Source: an optimization exercise on an open RTL-to-GDS flow (aim: small area, a short achievable clock period and few clock cycles). Production flows keep margins and buffers that such runs may drop. Function was not checked in any run shown here: the RTL went through the layout flow alone.

## flow/design.v (module list and top-level ports; edited modules follow where they fit)
// module produto_escalar: 1941 lines
// module produto_escalar_ha: 7 lines
// module produto_escalar_fa: 7 lines
module produto_escalar (
    input  logic         clk_i,
    input  logic         rst_i,
    input  logic         iniciar,
    input  logic [31:0]  a0, a1, a2, a3, a4, a5, a6, a7,
    input  logic [31:0]  b0, b1, b2, b3, b4, b5, b6, b7,
    output logic [63:0]  resultado,
    output logic         concluido
);
  // ...
==> flow/flow/run.sh <==
#!/bin/bash
set -e
echo 'export BUFFER_PORTS_ARGS = -buffer_cell sky130_fd_sc_hd__buf_1' >> config.mk
bash standard.sh SETUP_SLACK_MARGIN=7.8 finish > standard.log 2>&1
==> flow/standard.sh <==
#!/bin/bash
# synth_recipe.tcl (not shown) runs the flow's synth.tcl, then flattens the netlist and writes it again
# the make line also repeats each setting of config.mk as NAME=value (left out here)
make -C /OpenROAD-flow-scripts/flow DESIGN_CONFIG=/design/flow/config.mk WORK_HOME=/design/flow/orfs CLKGATE_MAP_FILE= SYNTH_SCRIPT=/design/flow/synth_recipe.tcl "${@:-finish}"
==> flow/config.mk <==
export PLATFORM = sky130hd
export DESIGN_NAME = produto_escalar
export DESIGN_NICKNAME = produto_escalar
export VERILOG_FILES = /design/flow/design.v
export SDC_FILE = /design/flow/constraint.sdc
export NUM_CORES = 4
export LEC_CHECK = 0
export CAP_MARGIN = 20
export CORE_MARGIN = 2
export CORE_UTILIZATION = 40
export SLEW_MARGIN = 20
export SYNTH_HIERARCHICAL = 1
export SYNTH_MINIMUM_KEEP_SIZE = 0
export BUFFER_PORTS_ARGS = -buffer_cell sky130_fd_sc_hd__buf_1
==> flow/constraint.sdc <==
create_clock -name core_clock -period 11.5 [get_ports {clk_i}]
set_input_delay 2.3000 -clock core_clock [delete_from_list [all_inputs] [get_ports {clk_i}]]
set_output_delay 2.3000 -clock core_clock [all_outputs]
set_load 0.01 [all_outputs]
==> flow_summary.ini, run 1 <==
[placed_design]
gp_routability_congestion = 0.960

[clocking]
clk_latency_ns = 0.60
postCtsHoldBufs = 0
cts_max_level = 2
clockBufferDepth = 3
numClockSinks = 336

[final_layout]
multi_input_area_sq_um = 28000
seq_share_pct = 16.2
n_clock_buffer = 52
stdcell_count = 5736
fin_util_pct = 48.0

[timing]
finalWorstSetupSlack_ns = 7.37
finalHoldViolations = 0
setup_tns_ns = 0
skew_ns = 0.0337

[grt]
grt_pass1_wl_um = 224000
grt_overflow = 0
grt-busiest-layer = met2

[yosys]
synth_warnings = 7
ys_async_sr_fraction_pct = 0
synth_most_common_cell = nand2_1
yosys.area_share.simple_pct = 15.5
synth_edf_count = 0

[floorplan]
ios = 580
taps = 1165

[critical_path]
critical_path_buf_inv_count = 3
cpPeakStageDelay_ns = 0.57
crit_path_end_kind = register
critical_path.cell_chain = buf_8 -> buf_12 -> nor2b_4 -> fa_1 -> fa_1 -> ha_4 -> a21oi_2 -> o21ai_2 -> a221o_1 -> a311o_2 -> o21ai_4 -> buf_6 -> a21oi_4 -> or4_1 -> nand3_1
crit_path_end = resultado[39]
start_kind = register
cp_slowest_cell = fa_1
crit_top_cell = fa_1
crit_family = compound AO/OA/AOI/OAI gates
path_max_fanout = 8
critPathLaunch = fase[2]

[drt]
drcViolationCount = 0
antenna_left = 0

[run_status]
status = finished clean
==> run 2, diff against run 1 <==
--- a/flow/design.v
+++ b/flow/design.v
@@ -120,136 +120,136 @@
   wire [32:0] pp12 = {~(x12[32] ^ neg_r[12]), x12[31:0] ^ {32{neg_r[12]}}};
   wire [32:0] x13 = ({33{one_r[13]}} & a_ext) | ({33{two_r[13]}} & {a_r, 1'b0});
   wire [32:0] pp13 = {~(x13[32] ^ neg_r[13]), x13[31:0] ^ {32{neg_r[13]}}};
   wire [32:0] x14 = ({33{one_r[14]}} & a_ext) | ({33{two_r[14]}} & {a_r, 1'b0});
   wire [32:0] pp14 = {~(x14[32] ^ neg_r[14]), x14[31:0] ^ {32{neg_r[14]}}};
   wire [32:0] x15 = ({33{one_r[15]}} & a_ext) | ({33{two_r[15]}} & {a_r, 1'b0});
   wire [32:0] pp15 = {~(x15[32] ^ neg_r[15]), x15[31:0] ^ {32{neg_r[15]}}};
   wire [63:0] nxt0, nxt1, nxt2;
-  wire hs0 = neg_r[12] ^ pp0[24];
-  wire hc0 = neg_r[12] & pp0[24];
-  wire hs1 = pp0[25] ^ pp10[5];
-  wire hc1 = pp0[25] & pp10[5];
+  wire hs0, hc0;
+  produto_escalar_ha u_ha0 (.a(neg_r[12]), .b(pp0[24]), .s(hs0), .co(hc0));
+  wire hs1, hc1;
+  produto_escalar_ha u_ha1 (.a(pp0[25]), .b(pp10[5]), .s(hs1), .co(hc1));
   wire fs0, fc0;
   produto_escalar_fa u_fa0 (.a(neg_r[13]), .b(pp0[26]), .c(pp10[6]), .s(fs0), .co(fc0));
-  wire hs2 = pp11[4] ^ pp12[2];
-  wire hc2 = pp11[4] & pp12[2];
+  wire hs2, hc2;
+  produto_escalar_ha u_ha2 (.a(pp11[4]), .b(pp12[2]), .s(hs2), .co(hc2));
   wire fs1, fc1;
   produto_escalar_fa u_fa1 (.a(pp0[27]), .b(pp10[7]), .c(pp11[5]), .s(fs1), .co(fc1));
-  wire hs3 = pp12[3] ^ pp13[1];
-  wire hc3 = pp12[3] & pp13[1];
+  wire hs3, hc3;
+  produto_escalar_ha u_ha3 (.a(pp12[3]), .b(pp13[1]), .s(hs3), .co(hc3));
   wire fs2, fc2;
   produto_escalar_fa u_fa2 (.a(neg_r[14]), .b(pp0[28]), .c(pp10[8]), .s(fs2), .co(fc2));
   wire fs3, fc3;
   produto_escalar_fa u_fa3 (.a(pp11[6]), .b(pp12[4]), .c(pp13[2]), .s(fs3), .co(fc3));
-  wire hs4 = pp14[0] ^ pp1[26];
-  wire hc4 = pp14[0] & pp1[26];
+  wire hs4, hc4;
+  produto_escalar_ha u_ha4 (.a(pp14[0]), .b(pp1[26]), .s(hs4), .co(hc4));
   wire fs4, fc4;
   produto_escalar_fa u_fa4 (.a(pp0[29]), .b(pp10[9]), .c(pp11[7]), .s(fs4), .co(fc4));
   wire fs5, fc5;
   produto_escalar_fa u_fa5 (.a(pp12[5]), .b(pp13[3]), .c(pp14[1]), .s(fs5), .co(fc5));
-  wire hs5 = pp1[27] ^ pp2[25];
-  wire hc5 = pp1[27] & pp2[25];
+  wire hs5, hc5;
+  produto_escalar_ha u_ha5 (.a(pp1[27]), .b(pp2[25]), .s(hs5), .co(hc5));
   wire fs6, fc6;
   produto_escalar_fa u_fa6 (.a(neg_r[15]), .b(pp0[30]), .c(pp10[10]), .s(fs6), .co(fc6));
   wire fs7, fc7;
   produto_escalar_fa u_fa7 (.a(pp11[8]), .b(pp12[6]), .c(pp13[4]), .s(fs7), .co(fc7));
   wire fs8, fc8;
   produto_escalar_fa u_fa8 (.a(pp14[2]), .b(pp15[0]), .c(pp1[28]), .s(fs8), .co(fc8));
-  wire hs6 = pp2[26] ^ pp3[24];
-  wire hc6 = pp2[26] & pp3[24];
+  wire hs6, hc6;
+  produto_escalar_ha u_ha6 (.a(pp2[26]), .b(pp3[24]), .s(hs6), .co(hc6));
   wire fs9, fc9;
   produto_escalar_fa u_fa9 (.a(pp0[31]), .b(pp10[11]), .c(pp11[9]), .s(fs9), .co(fc9));
   wire fs10, fc10;
   produto_escalar_fa u_fa10 (.a(pp12[7]), .b(pp13[5]), .c(pp14[3]), .s(fs10), .co(fc10));
   wire fs11, fc11;
   produto_escalar_fa u_fa11 (.a(pp15[1]), .b(pp1[29]), .c(pp2[27]), .s(fs11), .co(fc11));
-  wire hs7 = pp3[25] ^ pp4[23];
-  wire hc7 = pp3[25] & pp4[23];
+  wire hs7, hc7;
+  produto_escalar_ha u_ha7 (.a(pp3[25]), .b(pp4[23]), .s(hs7), .co(hc7));
   wire fs12 = ~(pp0[32] ^ pp10[12]);
   wire fc12 = pp0[32] | pp10[12];
   wire fs13, fc13;
   produto_escalar_fa u_fa13 (.a(pp11[10]), .b(pp12[8]), .c(pp13[6]), .s(fs13), .co(fc13));
   wire fs14, fc14;
   produto_escalar_fa u_fa14 (.a(pp14[4]), .b(pp15[2]), .c(pp1[30]), .s(fs14), .co(fc14));
   wire fs15, fc15;
   produto_escalar_fa u_fa15 (.a(pp2[28]), .b(pp3[26]), .c(pp4[24]), .s(fs15), .co(fc15));
   wire fs16 = ~(pp10[13] ^ pp11[11]);
   wire fc16 = pp10[13] | pp11[11];
   wire fs17, fc17;
   produto_escalar_fa u_fa17 (.a(pp12[9]), .b(pp13[7]), .c(pp14[5]), .s(fs17), .co(fc17));
   wire fs18, fc18;
   produto_escalar_fa u_fa18 (.a(pp15[3]), .b(pp1[31]), .c(pp2[29]), .s(fs18), .co(fc18));
-  wire hs8 = pp3[27] ^ pp4[25];
-  wire hc8 = pp3[27] & pp4[25];
+  wire hs8, hc8;
+  produto_escalar_ha u_ha8 (.a(pp3[27]), .b(pp4[25]), .s(hs8), .co(hc8));
   wire fs19, fc19;
   produto_escalar_fa u_fa19 (.a(pp10[14]), .b(pp11[12]), .c(pp12[10]), .s(fs19), .co(fc19));
   wire fs20, fc20;
   produto_escalar_fa u_fa20 (.a(pp13[8]), .b(pp14[6]), .c(pp15[4]), .s(fs20), .co(fc20));
   wire fs21, fc21;
   produto_escalar_fa u_fa21 (.a(pp1[32]), .b(pp2[30]), .c(pp3[28]), .s(fs21), .co(fc21));
   wire fs22 = ~(pp10[15] ^ pp11[13]);
   wire fc22 = pp10[15] | pp11[13];
   wire fs23, fc23;
   produto_escalar_fa u_fa23 (.a(pp12[11]), .b(pp13[9]), .c(pp14[7]), .s(fs23), .co(fc23));
-  wire hs9 = pp15[5] ^ pp2[31];
-  wire hc9 = pp15[5] & pp2[31];
+  wire hs9, hc9;
+  produto_escalar_ha u_ha9 (.a(pp15[5]), .b(pp2[31]), .s(hs9), .co(hc9));
   wire fs24, fc24;
   produto_escalar_fa u_fa24 (.a(pp10[16]), .b(pp11[14]), .c(pp12[12]), .s(fs24), .co(fc24));
   wire fs25, fc25;
   produto_escalar_fa u_fa25 (.a(pp13[10]), .b(pp14[8]), .c(pp15[6]), .s(fs25), .co(fc25));
   wire fs26 = ~(pp10[17] ^ pp11[15]);
   wire fc26 = pp10[17] | pp11[15];
-  wire hs10 = pp12[13] ^ pp13[11];
-  wire hc10 = pp12[13] & pp13[11];
+  wire hs10, hc10;
+  produto_escalar_ha u_ha10 (.a(pp12[13]), .b(pp13[11]), .s(hs10), .co(hc10));
   wire fs27, fc27;
   produto_escalar_fa u_fa27 (.a(pp10[18]), .b(pp11[16]), .c(pp12[14]), .s(fs27), .co(fc27));
   wire hs11 = ~pp10[19];
   wire hc11 = pp10[19];
-  wire hs12 = neg_r[8] ^ pp0[16];
-  wire hc12 = neg_r[8] & pp0[16];
-  wire hs13 = pp0[17] ^ pp1[15];
-  wire hc13 = pp0[17] & pp1[15];
+  wire hs12, hc12;
+  produto_escalar_ha u_ha12 (.a(neg_r[8]), .b(pp0[16]), .s(hs12), .co(hc12));
+  wire hs13, hc13;
+  produto_escalar_ha u_ha13 (.a(pp0[17]), .b(pp1[15]), .s(hs13), .co(hc13));
   wire fs28, fc28;
   produto_escalar_fa u_fa28 (.a(neg_r[9]), .b(pp0[18]), .c(pp1[16]), .s(fs28), .co(fc28));
-  wire hs14 = pp2[14] ^ pp3[12];
-  wire hc14 = pp2[14] & pp3[12];
+  wire hs14, hc14;
+  produto_escalar_ha u_ha14 (.a(pp2[14]), .b(pp3[12]), .s(hs14), .co(hc14));
   wire fs29, fc29;
   produto_escalar_fa u_fa29 (.a(pp0[19]), .b(pp1[17]), .c(pp2[15]), .s(fs29), .co(fc29));
-  wire hs15 = pp3[13] ^ pp4[11];
-  wire hc15 = pp3[13] & pp4[11];
+  wire hs15, hc15;
+  produto_escalar_ha u_ha15 (.a(pp3[13]), .b(pp4[11]), .s(hs15), .co(hc15));
   wire fs30, fc30;
   produto_escalar_fa u_fa30 (.a(neg_r[10]), .b(pp0[20]), .c(pp10[0]), .s(fs30), .co(fc30));
   wire fs31, fc31;
   produto_escalar_fa u_fa31 (.a(pp1[18]), .b(pp2[16]), .c(pp3[14]), .s(fs31), .co(fc31));
-  wire hs16 = pp4[12] ^ pp5[10];
-  wire hc16 = pp4[12] & pp5[10];
+  wire hs16, hc16;
+  produto_escalar_ha u_ha16 (.a(pp4[12]), .b(pp5[10]), .s(hs16), .co(hc16));
   wire fs32, fc32;
   produto_escalar_fa u_fa32 (.a(pp0[21]), .b(pp10[1]), .c(pp1[19]), .s(fs32), .co(fc32));
   wire fs33, fc33;
   produto_escalar_fa u_fa33 (.a(pp2[17]), .b(pp3[15]), .c(pp4[13]), .s(fs33), .co(fc33));
-  wire hs17 = pp5[11] ^ pp6[9];
-  wire hc17 = pp5[11] & pp6[9];
+  wire hs17, hc17;
+  produto_escalar_ha u_ha17 (.a(pp5[11]), .b(pp6[9]), .s(hs17), .co(hc17));
   wire fs34, fc34;
   produto_escalar_fa u_fa34 (.a(neg_r[11]), .b(pp0[22]), .c(pp10[2]), .s(fs34), .co(fc34));
   wire fs35, fc35;
   produto_escalar_fa u_fa35 (.a(pp11[0]), .b(pp1[20]), .c(pp2[18]), .s(fs35), .co(fc35));
   wire fs36, fc36;
   produto_escalar_fa u_fa36 (.a(pp3[16]), .b(pp4[14]), .c(pp5[12]), .s(fs36), .co(fc36));
-  wire hs18 = pp6[10] ^ pp7[8];
-  wire hc18 = pp6[10] & pp7[8];
+  wire hs18, hc18;
+  produto_escalar_ha u_ha18 (.a(pp6[10]), .b(pp7[8]), .s(hs18), .co(hc18));
   wire fs37, fc37;
   produto_escalar_fa u_fa37 (.a(pp0[23]), .b(pp10[3]), .c(pp11[1]), .s(fs37), .co(fc37));
   wire fs38, fc38;
   produto_escalar_fa u_fa38 (.a(pp1[21]), .b(pp2[19]), .c(pp3[17]), .s(fs38), .co(fc38));
   wire fs39, fc39;
   produto_escalar_fa u_fa39 (.a(pp4[15]), .b(pp5[13]), .c(pp6[11]), .s(fs39), .co(fc39));
-  wire hs19 = pp7[9] ^ pp8[7];
-  wire hc19 = pp7[9] & pp8[7];
+  wire hs19, hc19;
+  produto_escalar_ha u_ha19 (.a(pp7[9]), .b(pp8[7]), .s(hs19), .co(hc19));
   wire fs40, fc40;
   produto_escalar_fa u_fa40 (.a(pp10[4]), .b(pp11[2]), .c(pp12[0]), .s(fs40), .co(fc40));
   wire fs41, fc41;
   produto_escalar_fa u_fa41 (.a(pp1[22]), .b(pp2[20]), .c(pp3[18]), .s(fs41), .co(fc41));
   wire fs42, fc42;
   produto_escalar_fa u_fa42 (.a(pp4[16]), .b(pp5[14]), .c(pp6[12]), .s(fs42), .co(fc42));
   wire fs43, fc43;
   produto_escalar_fa u_fa43 (.a(pp7[10]), .b(pp8[8]), .c(pp9[6]), .s(fs43), .co(fc43));
@@ -382,66 +382,66 @@
   wire fs107, fc107;
   produto_escalar_fa u_fa107 (.a(pp7[26]), .b(pp8[24]), .c(pp9[22]), .s(fs107), .co(fc107));
   wire fs108 = ~(pp10[21] ^ pp11[19]);
   wire fc108 = pp10[21] | pp11[19];
   wire fs109, fc109;
   produto_escalar_fa u_fa109 (.a(pp12[17]), .b(pp13[15]), .c(pp14[13]), .s(fs109), .co(fc109));
   wire fs110, fc110;
   produto_escalar_fa u_fa110 (.a(pp15[11]), .b(pp5[31]), .c(pp6[29]), .s(fs110), .co(fc110));
-  wire hs20 = pp7[27] ^ pp8[25];
-  wire hc20 = pp7[27] & pp8[25];
+  wire hs20, hc20;
+  produto_escalar_ha u_ha20 (.a(pp7[27]), .b(pp8[25]), .s(hs20), .co(hc20));
   wire fs111, fc111;
   produto_escalar_fa u_fa111 (.a(pp10[22]), .b(pp11[20]), .c(pp12[18]), .s(fs111), .co(fc111));
   wire fs112, fc112;
   produto_escalar_fa u_fa112 (.a(pp13[16]), .b(pp14[14]), .c(pp15[12]), .s(fs112), .co(fc112));
   wire fs113, fc113;
   produto_escalar_fa u_fa113 (.a(pp5[32]), .b(pp6[30]), .c(pp7[28]), .s(fs113), .co(fc113));
   wire fs114 = ~(pp10[23] ^ pp11[21]);
   wire fc114 = pp10[23] | pp11[21];
   wire fs115, fc115;
   produto_escalar_fa u_fa115 (.a(pp12[19]), .b(pp13[17]), .c(pp14[15]), .s(fs115), .co(fc115));
-  wire hs21 = pp15[13] ^ pp6[31];
-  wire hc21 = pp15[13] & pp6[31];
+  wire hs21, hc21;
+  produto_escalar_ha u_ha21 (.a(pp15[13]), .b(pp6[31]), .s(hs21), .co(hc21));
   wire fs116, fc116;
   produto_escalar_fa u_fa116 (.a(pp10[24]), .b(pp11[22]), .c(pp12[20]), .s(fs116), .co(fc116));
   wire fs117, fc117;
   produto_escalar_fa u_fa117 (.a(pp13[18]), .b(pp14[16]), .c(pp15[14]), .s(fs117), .co(fc117));
   wire fs118 = ~(pp10[25] ^ pp11[23]);
   wire fc118 = pp10[25] | pp11[23];
-  wire hs22 = pp12[21] ^ pp13[19];
-  wire hc22 = pp12[21] & pp13[19];
+  wire hs22, hc22;
+  produto_escalar_ha u_ha22 (.a(pp12[21]), .b(pp13[19]), .s(hs22), .co(hc22));
   wire fs119, fc119;
   produto_escalar_fa u_fa119 (.a(pp10[26]), .b(pp11[24]), .c(pp12[22]), .s(fs119), .co(fc119));
   wire hs23 = ~pp10[27];
   wire hc23 = pp10[27];
-  wire hs24 = neg_r[5] ^ pp0[10];
-  wire hc24 = neg_r[5] & pp0[10];
-  wire hs25 = pp0[11] ^ pp1[9];
-  wire hc25 = pp0[11] & pp1[9];
+  wire hs24, hc24;
+  produto_escalar_ha u_ha24 (.a(neg_r[5]), .b(pp0[10]), .s(hs24), .co(hc24));
+  wire hs25, hc25;
+  produto_escalar_ha u_ha25 (.a(pp0[11]), .b(pp1[9]), .s(hs25), .co(hc25));
   wire fs120, fc120;
   produto_escalar_fa u_fa120 (.a(neg_r[6]), .b(pp0[12]), .c(pp1[10]), .s(fs120), .co(fc120));
-  wire hs26 = pp2[8] ^ pp3[6];
-  wire hc26 = pp2[8] & pp3[6];
+  wire hs26, hc26;
+  produto_escalar_ha u_ha26 (.a(pp2[8]), .b(pp3[6]), .s(hs26), .co(hc26));
   wire fs121, fc121;
   produto_escalar_fa u_fa121 (.a(pp0[13]), .b(pp1[11]), .c(pp2[9]), .s(fs121), .co(fc121));
-  wire hs27 = pp3[7] ^ pp4[5];
-  wire hc27 = pp3[7] & pp4[5];
+  wire hs27, hc27;
+  produto_escalar_ha u_ha27 (.a(pp3[7]), .b(pp4[5]), .s(hs27), .co(hc27));
   wire fs122, fc122;
   produto_escalar_fa u_fa122 (.a(neg_r[7]), .b(pp0[14]), .c(pp1[12]), .s(fs122), .co(fc122));
   wire fs123, fc123;
   produto_escalar_fa u_fa123 (.a(pp2[10]), .b(pp3[8]), .c(pp4[6]), .s(fs123), .co(fc123));
-  wire hs28 = pp5[4] ^ pp6[2];
-  wire hc28 = pp5[4] & pp6[2];
+  wire hs28, hc28;
+  produto_escalar_ha u_ha28 (.a(pp5[4]), .b(pp6[2]), .s(hs28), .co(hc28));
   wire fs124, fc124;
   produto_escalar_fa u_fa124 (.a(pp0[15]), .b(pp1[13]), .c(pp2[11]), .s(fs124), .co(fc124));
   wire fs125, fc125;
   produto_escalar_fa u_fa125 (.a(pp3[9]), .b(pp4[7]), .c(pp5[5]), .s(fs125), .co(fc125));
-  wire hs29 = pp6[3] ^ pp7[1];
-  wire hc29 = pp6[3] & pp7[1];
+  wire hs29, hc29;
+  produto_escalar_ha u_ha29 (.a(pp6[3]), .b(pp7[1]), .s(hs29), .co(hc29));
   wire fs126, fc126;
   produto_escalar_fa u_fa126 (.a(pp1[14]), .b(pp2[12]), .c(pp3[10]), .s(fs126), .co(fc126));
   wire fs127, fc127;
   produto_escalar_fa u_fa127 (.a(pp4[8]), .b(pp5[6]), .c(pp6[4]), .s(fs127), .co(fc127));
   wire fs128, fc128;
   produto_escalar_fa u_fa128 (.a(pp7[2]), .b(pp8[0]), .c(hs12), .s(fs128), .co(fc128));
   wire fs129, fc129;
   produto_escalar_fa u_fa129 (.a(pp2[13]), .b(pp3[11]), .c(pp4[9]), .s(fs129), .co(fc129));
@@ -634,42 +634,42 @@
   wire fs223, fc223;
   produto_escalar_fa u_fa223 (.a(pp13[22]), .b(pp14[20]), .c(pp15[18]), .s(fs223), .co(fc223));
   wire fs224, fc224;
   produto_escalar_fa u_fa224 (.a(pp8[32]), .b(pp9[30]), .c(hc23), .s(fs224), .co(fc224));
   wire fs225 = ~(pp10[29] ^ pp11[27]);
   wire fc225 = pp10[29] | pp11[27];
   wire fs226, fc226;
   produto_escalar_fa u_fa226 (.a(pp12[25]), .b(pp13[23]), .c(pp14[21]), .s(fs226), .co(fc226));
-  wire hs30 = pp15[19] ^ pp9[31];
-  wire hc30 = pp15[19] & pp9[31];
+  wire hs30, hc30;
+  produto_escalar_ha u_ha30 (.a(pp15[19]), .b(pp9[31]), .s(hs30), .co(hc30));
   wire fs227, fc227;
   produto_escalar_fa u_fa227 (.a(pp10[30]), .b(pp11[28]), .c(pp12[26]), .s(fs227), .co(fc227));
   wire fs228, fc228;
   produto_escalar_fa u_fa228 (.a(pp13[24]), .b(pp14[22]), .c(pp15[20]), .s(fs228), .co(fc228));
   wire fs229 = ~(pp10[31] ^ pp11[29]);
   wire fc229 = pp10[31] | pp11[29];
-  wire hs31 = pp12[27] ^ pp13[25];
-  wire hc31 = pp12[27] & pp13[25];
+  wire hs31, hc31;
+  produto_escalar_ha u_ha31 (.a(pp12[27]), .b(pp13[25]), .s(hs31), .co(hc31));
   wire fs230, fc230;
   produto_escalar_fa u_fa230 (.a(pp10[32]), .b(pp11[30]), .c(pp12[28]), .s(fs230), .co(fc230));
   wire hs32 = ~pp11[31];
   wire hc32 = pp11[31];
-  wire hs33 = neg_r[3] ^ pp0[6];
-  wire hc33 = neg_r[3] & pp0[6];
-  wire hs34 = pp0[7] ^ pp1[5];
-  wire hc34 = pp0[7] & pp1[5];
+  wire hs33, hc33;
+  produto_escalar_ha u_ha33 (.a(neg_r[3]), .b(pp0[6]), .s(hs33), .co(hc33));
+  wire hs34, hc34;
+  produto_escalar_ha u_ha34 (.a(pp0[7]), .b(pp1[5]), .s(hs34), .co(hc34));
   wire fs231, fc231;
   produto_escalar_fa u_fa231 (.a(neg_r[4]), .b(pp0[8]), .c(pp1[6]), .s(fs231), .co(fc231));
-  wire hs35 = pp2[4] ^ pp3[2];
-  wire hc35 = pp2[4] & pp3[2];
+  wire hs35, hc35;
+  produto_escalar_ha u_ha35 (.a(pp2[4]), .b(pp3[2]), .s(hs35), .co(hc35));
   wire fs232, fc232;
   produto_escalar_fa u_fa232 (.a(pp0[9]), .b(pp1[7]), .c(pp2[5]), .s(fs232), .co(fc232));
-  wire hs36 = pp3[3] ^ pp4[1];
-  wire hc36 = pp3[3] & pp4[1];
+  wire hs36, hc36;
+  produto_escalar_ha u_ha36 (.a(pp3[3]), .b(pp4[1]), .s(hs36), .co(hc36));
   wire fs233, fc233;
   produto_escalar_fa u_fa233 (.a(pp1[8]), .b(pp2[6]), .c(pp3[4]), .s(fs233), .co(fc233));
   wire fs234, fc234;
   produto_escalar_fa u_fa234 (.a(pp4[2]), .b(pp5[0]), .c(hs24), .s(fs234), .co(fc234));
   wire fs235, fc235;
   produto_escalar_fa u_fa235 (.a(pp2[7]), .b(pp3[5]), .c(pp4[3]), .s(fs235), .co(fc235));
   wire fs236, fc236;
   produto_escalar_fa u_fa236 (.a(pp5[1]), .b(hc24), .c(hs25), .s(fs236), .co(fc236));
@@ -842,26 +842,26 @@
   wire fs320, fc320;
   produto_escalar_fa u_fa320 (.a(pp15[23]), .b(hs32), .c(fc230), .s(fs320), .co(fc320));
   wire fs321, fc321;
   produto_escalar_fa u_fa321 (.a(pp11[32]), .b(pp12[30]), .c(pp13[28]), .s(fs321), .co(fc321));
   wire fs322, fc322;
   produto_escalar_fa u_fa322 (.a(pp14[26]), .b(pp15[24]), .c(hc32), .s(fs322), .co(fc322));
   wire fs323 = ~(pp12[31] ^ pp13[29]);
   wire fc323 = pp12[31] | pp13[29];
-  wire hs37 = pp14[27] ^ pp15[25];
-  wire hc37 = pp14[27] & pp15[25];
+  wire hs37, hc37;
+  produto_escalar_ha u_ha37 (.a(pp14[27]), .b(pp15[25]), .s(hs37), .co(hc37));
   wire fs324, fc324;
   produto_escalar_fa u_fa324 (.a(pp12[32]), .b(pp13[30]), .c(pp14[28]), .s(fs324), .co(fc324));
   wire hs38 = ~pp13[31];
   wire hc38 = pp13[31];
-  wire hs39 = neg_r[2] ^ pp0[4];
-  wire hc39 = neg_r[2] & pp0[4];
-  wire hs40 = pp0[5] ^ pp1[3];
-  wire hc40 = pp0[5] & pp1[3];
+  wire hs39, hc39;
+  produto_escalar_ha u_ha39 (.a(neg_r[2]), .b(pp0[4]), .s(hs39), .co(hc39));
+  wire hs40, hc40;
+  produto_escalar_ha u_ha40 (.a(pp0[5]), .b(pp1[3]), .s(hs40), .co(hc40));
   wire fs325, fc325;
   produto_escalar_fa u_fa325 (.a(pp1[4]), .b(pp2[2]), .c(pp3[0]), .s(fs325), .co(fc325));
   wire fs326, fc326;
   produto_escalar_fa u_fa326 (.a(pp2[3]), .b(pp3[1]), .c(hc33), .s(fs326), .co(fc326));
   wire fs327, fc327;
   produto_escalar_fa u_fa327 (.a(pp4[0]), .b(hc34), .c(hs35), .s(fs327), .co(fc327));
   wire fs328, fc328;
   produto_escalar_fa u_fa328 (.a(hc35), .b(hs36), .c(fc231), .s(fs328), .co(fc328));
@@ -1159,18 +1159,18 @@
   assign nxt2[63] = 1'b0;
   always_ff @(posedge clk_i) begin
     prod0 <= nxt0;
     prod1 <= nxt1;
     prod2 <= nxt2;
   end
   wire [63:0] acc_g = resultado & {64{~fase[2]}};
   wire [63:0] soma0, soma1;
-  wire hs42 = acc_g[0] ^ prod0[0];
-  wire hc42 = acc_g[0] & prod0[0];
+  wire hs42, hc42;
+  produto_escalar_ha u_ha42 (.a(acc_g[0]), .b(prod0[0]), .s(hs42), .co(hc42));
   wire fs378, fc378;
   produto_escalar_fa u_fa378 (.a(acc_g[1]), .b(prod0[1]), .c(prod1[1]), .s(fs378), .co(fc378));
   wire fs379, fc379;
   produto_escalar_fa u_fa379 (.a(acc_g[2]), .b(prod0[2]), .c(prod1[2]), .s(fs379), .co(fc379));
   wire fs380, fc380;
   produto_escalar_fa u_fa380 (.a(acc_g[3]), .b(prod0[3]), .c(prod1[3]), .s(fs380), .co(fc380));
   wire fs381, fc381;
   produto_escalar_fa u_fa381 (.a(acc_g[4]), .b(prod0[4]), .c(prod1[4]), .s(fs381), .co(fc381));
@@ -1287,18 +1287,18 @@
   wire fs437, fc437;
   produto_escalar_fa u_fa437 (.a(acc_g[60]), .b(prod0[60]), .c(prod1[60]), .s(fs437), .co(fc437));
   wire fs438, fc438;
   produto_escalar_fa u_fa438 (.a(acc_g[61]), .b(prod0[61]), .c(prod1[61]), .s(fs438), .co(fc438));
   wire fs439, fc439;
   produto_escalar_fa u_fa439 (.a(acc_g[62]), .b(prod0[62]), .c(prod1[62]), .s(fs439), .co(fc439));
   wire fs440, fc440;
   produto_escalar_fa u_fa440 (.a(acc_g[63]), .b(prod0[63]), .c(prod1[63]), .s(fs440), .co(fc440));
-  wire hs43 = prod1[0] ^ prod2[0];
-  wire hc43 = prod1[0] & prod2[0];
+  wire hs43, hc43;
+  produto_escalar_ha u_ha43 (.a(prod1[0]), .b(prod2[0]), .s(hs43), .co(hc43));
   wire fs441, fc441;
   produto_escalar_fa u_fa441 (.a(prod2[1]), .b(hc42), .c(fs378), .s(fs441), .co(fc441));
   wire fs442, fc442;
   produto_escalar_fa u_fa442 (.a(prod2[2]), .b(fc378), .c(fs379), .s(fs442), .co(fc442));
   wire fs443, fc443;
   produto_escalar_fa u_fa443 (.a(prod2[3]), .b(fc379), .c(fs380), .s(fs443), .co(fc443));
   wire fs444, fc444;
   produto_escalar_fa u_fa444 (.a(prod2[4]), .b(fc380), .c(fs381), .s(fs444), .co(fc444));
==> flow/flow/run.sh (replaced) <==
#!/bin/bash
set -e
echo 'export BUFFER_PORTS_ARGS = -buffer_cell sky130_fd_sc_hd__buf_1' >> config.mk
bash standard.sh SETUP_SLACK_MARGIN=7.5 finish > standard.log 2>&1
==> run 2 against run 1 <==
Net effect:
- still clean
- routed wire length fell by 3.6%
- via count is 0.27% lower
- clock-buffer cell count up 4
- sequential share of layout area is 0.15 points higher
- cell count decreased by 0.47%
- setup slack lost 0.16 ns
- hold slack improved by 0.043 ns
- non-clock buffer count is 23 lower
- cell area decreased by 1.8%
- utilization is 0.93 points lower
==> flow_summary.ini, run 2 <==
[run_status]
status = finished clean

[final_layout]
stdcell_count = 5709
most-common-layout-cells = nand2_1 (1,029), buf_1 (579), fa_1 (489)
reg.largest.list = resultado: 64 flops, prod0: 62 flops, prod1: 61 flops
final_common_cell = nand2_1
top_register = resultado
largest_reg_flops = 64
nets = 5621
drive_above_1_share_pct = 8.80
fin_util_pct = 47.1
areaGrowthSynthToFinish_pct = 16.8

[yosys]
synth_cell_types = 67
synth_edf_count = 0
syn_avg_cell_area_sq_um = 8.66
netlist.area_leader.share_pct = 27.8
synth.area.top_cells = fa_1 (28%), dfxtp_1 (19%), xor2_1 (12%)
syn-cell-area_sq_um = 35600
synthCells = 4112
ys_seq_elements = 336
synth_most_common_cell = nand2_1
yosys.area.top_type = fa_1
synth_warnings = 7
yosysSeqAreaShare_pct = 18.9
synthTopCellsByCount = nand2_1 (1,035), fa_1 (494), o21ai_0 (487)
synth_ff_type = dfxtp_1
ys_async_sr_fraction_pct = 0

[critical_path]
reg2reg_depth = 15
cp_slowest_cell = fa_1
start_kind = register
cp.required_ns = 12.03
cpPeakStageDelay_ns = 0.55
reg2reg_to = resultado[53]
worstPathArrival_ns = 4.81
critPathLaunch = fase[2]
r2r_slack_ns = 7.22
crit_path_end_kind = register
r2r_start = fase[2]
criticalPathCategory = reg2reg
critical_path.cell_chain = buf_12 -> buf_16 -> buf_12 -> nor2b_2 -> fa_1 -> fa_1 -> ha_1 -> a21oi_1 -> o21ai_2 -> a221o_1 -> o221ai_4 -> nor2_1 -> or4_4 -> a21oi_2 -> xnor2_1
path_max_fanout = 5

[timing]
drv_slew = 0
setup_viol = 0
layout_min_cycle_time_ns = 4.28
rsz0062_at_grt = true
finalHoldViolations = 0
max_clock_freq_mhz = 233
slew_headroom_pct = 19.2
whs_ns = 0.483
setup_tns_ns = 0
fin_crit_sh_pct = 37.3
skew_ns = 0.0220
worst_slew_pin_slew_ns = 1.21

[drt]
drcViolationCount = 0
antenna_left = 0
firstDrtPassIters = 13
routed_wl_um = 154000
dr_total_vias = 32400
wl_per_cell_um = 27.0
via_per_inst = 5.68
drtIter0Drc = 3652

[placed_design]
gp_routability_congestion = 0.954
dp_hpwl_um = 105000
io_buffers = 579
dp_cells = 5562

[clocking]
clockBufferDepth = 3
clk_latency_ns = 0.60
root_buffer = clkbuf_16
postCtsHoldBufs = 0
numClockSinks = 336
cts_made_buffers = 41
cts.clk_slew.worst_paths_ns = 0.06
cts_max_level = 2
cts_tree = built

[grt]
grt_overflow = 0
grt_pass1_wl_um = 224000
grt_pass1_vias = 32600
antenna_found_initial = 22
track_usage_pct = 33.6
grt_max_degree = 65

[hold_path]
hp-class = reg2reg
hp-start = fase[8]
hold_path_depth = 1
hold_end = fase[9]

[floorplan]
ios = 580
rows = 109
initial_core_util_pct = 40.3
die-height_um = 302
die_w_um = 302
core_sq_um = 88400
die-area_sq_um = 91400

[run]
drv_cap = 0
run 2: worst max-delay path: cells and delay by family, from the launching register on:
| family | cells | cell delay [ns] |
|---|---|---|
| DFF | 1 | 0.45 |
| and+or+nand+nor | 3 | 0.68 |
| buffers and inverters | 3 | 0.44 |
| adders and majority gates | 3 | 1.31 |
| AOI/OAI and AO/OA | 5 | 1.15 |
| xor gates and xnor gates | 1 | 0.13 |
run 2: final cells by class:
cell class,count,area (sq um)
fillers,8538,46800
multi-input cells,3368,28100
flip-flops and latches,336,6810
repair buffers,715,3550
well taps,1165,1460
clock buffers,56,1190
clock inverters,18,259
inverters,31,116
diodes,20,50.0
run 2: stage by stage:
stage	area (sq um)	setup slack, ns
after floorplan	35800	7.51
after detailed placement	38700	6.08
after global placement	38700	6.21
after CTS	41000	7.27
after global routing	41600	7.11
final	41600	7.22
run 2: layer usage:
metal  wire length (um)  track usage [%]  share of wire [%]  vias to the layer above
met5                 27                0              0.018                        -
met4              14500             27.1                9.4                        4
met3              14500             7.80                9.4                      519
met2              68100             51.4                 44                     2075
met1              56900             40.5                 37                    15600
li1                   -                -                  -                    14300
run 2: worst max path at each step:
| stage | to | slack [ns] |
|---|---|---|
| after floorplan | resultado[29] | 7.51 |
| after global placement | resultado[50] | 6.21 |
| after detailed placement | resultado[50] | 6.08 |
| after CTS | resultado[47] | 7.27 |
| after global routing | resultado[50] | 7.11 |
| final | resultado[53] | 7.22 |
run 2: per-module statistics from Yosys (local to each module, per instance):
module | flip-flops and latches | cells
produto_escalar | 336 | 3515
produto_escalar_ha | 0 | 1
produto_escalar_fa | 0 | 1
run 2: kinds of logic (layout without fill, tap and decap cells):
kind of cell	count (synthesis)	in the layout	share of synthesized area, %
and+or+nand+nor	1321	1321	15.5
AOI/OAI and AO/OA	810	810	14.2
adders and majority gates	613	613	32.0
xor gates and xnor gates	613	613	15.1
buffers and inverters	417	820	4.40
DFF	336	336	18.9
other	2	31	0.0211
run 2: timing repair:
item                       4_1_cts  5_1_grt
resized for setup               94       73
pin swaps                       51       48
setup endpoints to repair       61       51
cloned                           4        2
buffers inserted                29       15

## port drivers added, routing unchanged
Ports are ideal in the flow. The routed layouts listed here were re-timed in OpenROAD. Step 1 assumes that a clkbuf_16 drives the clock port and a buf_2 every other input. Step 2 times the ports against the registers' clock, not the clock port: input delays grow and output delays shrink by t, the midpoint of the rising clock arrivals with the driver on. a / b / c = no drivers / after step 1 / after step 2; a / b = the first two.
run | t, ns | setup WS [ns] | hold slack, ns | worst register clock-pin slew, ns | worst data-port slew with drivers (ns)
run 1 | 0.650 | 7.372 / 7.372 / 7.333 | 0.440 / 0.440 / 0.440 | 0.07 / 0.07 | 0.13
run 2 | 0.653 | 7.216 / 7.216 / 7.216 | 0.483 / 0.483 / 0.483 | 0.07 / 0.07 | 0.22
After both steps every run listed still meets setup and hold. For run 1, which loses most, drivers alone change the setup slack by 0.000 ns; drivers and shift together by -0.039 ns.
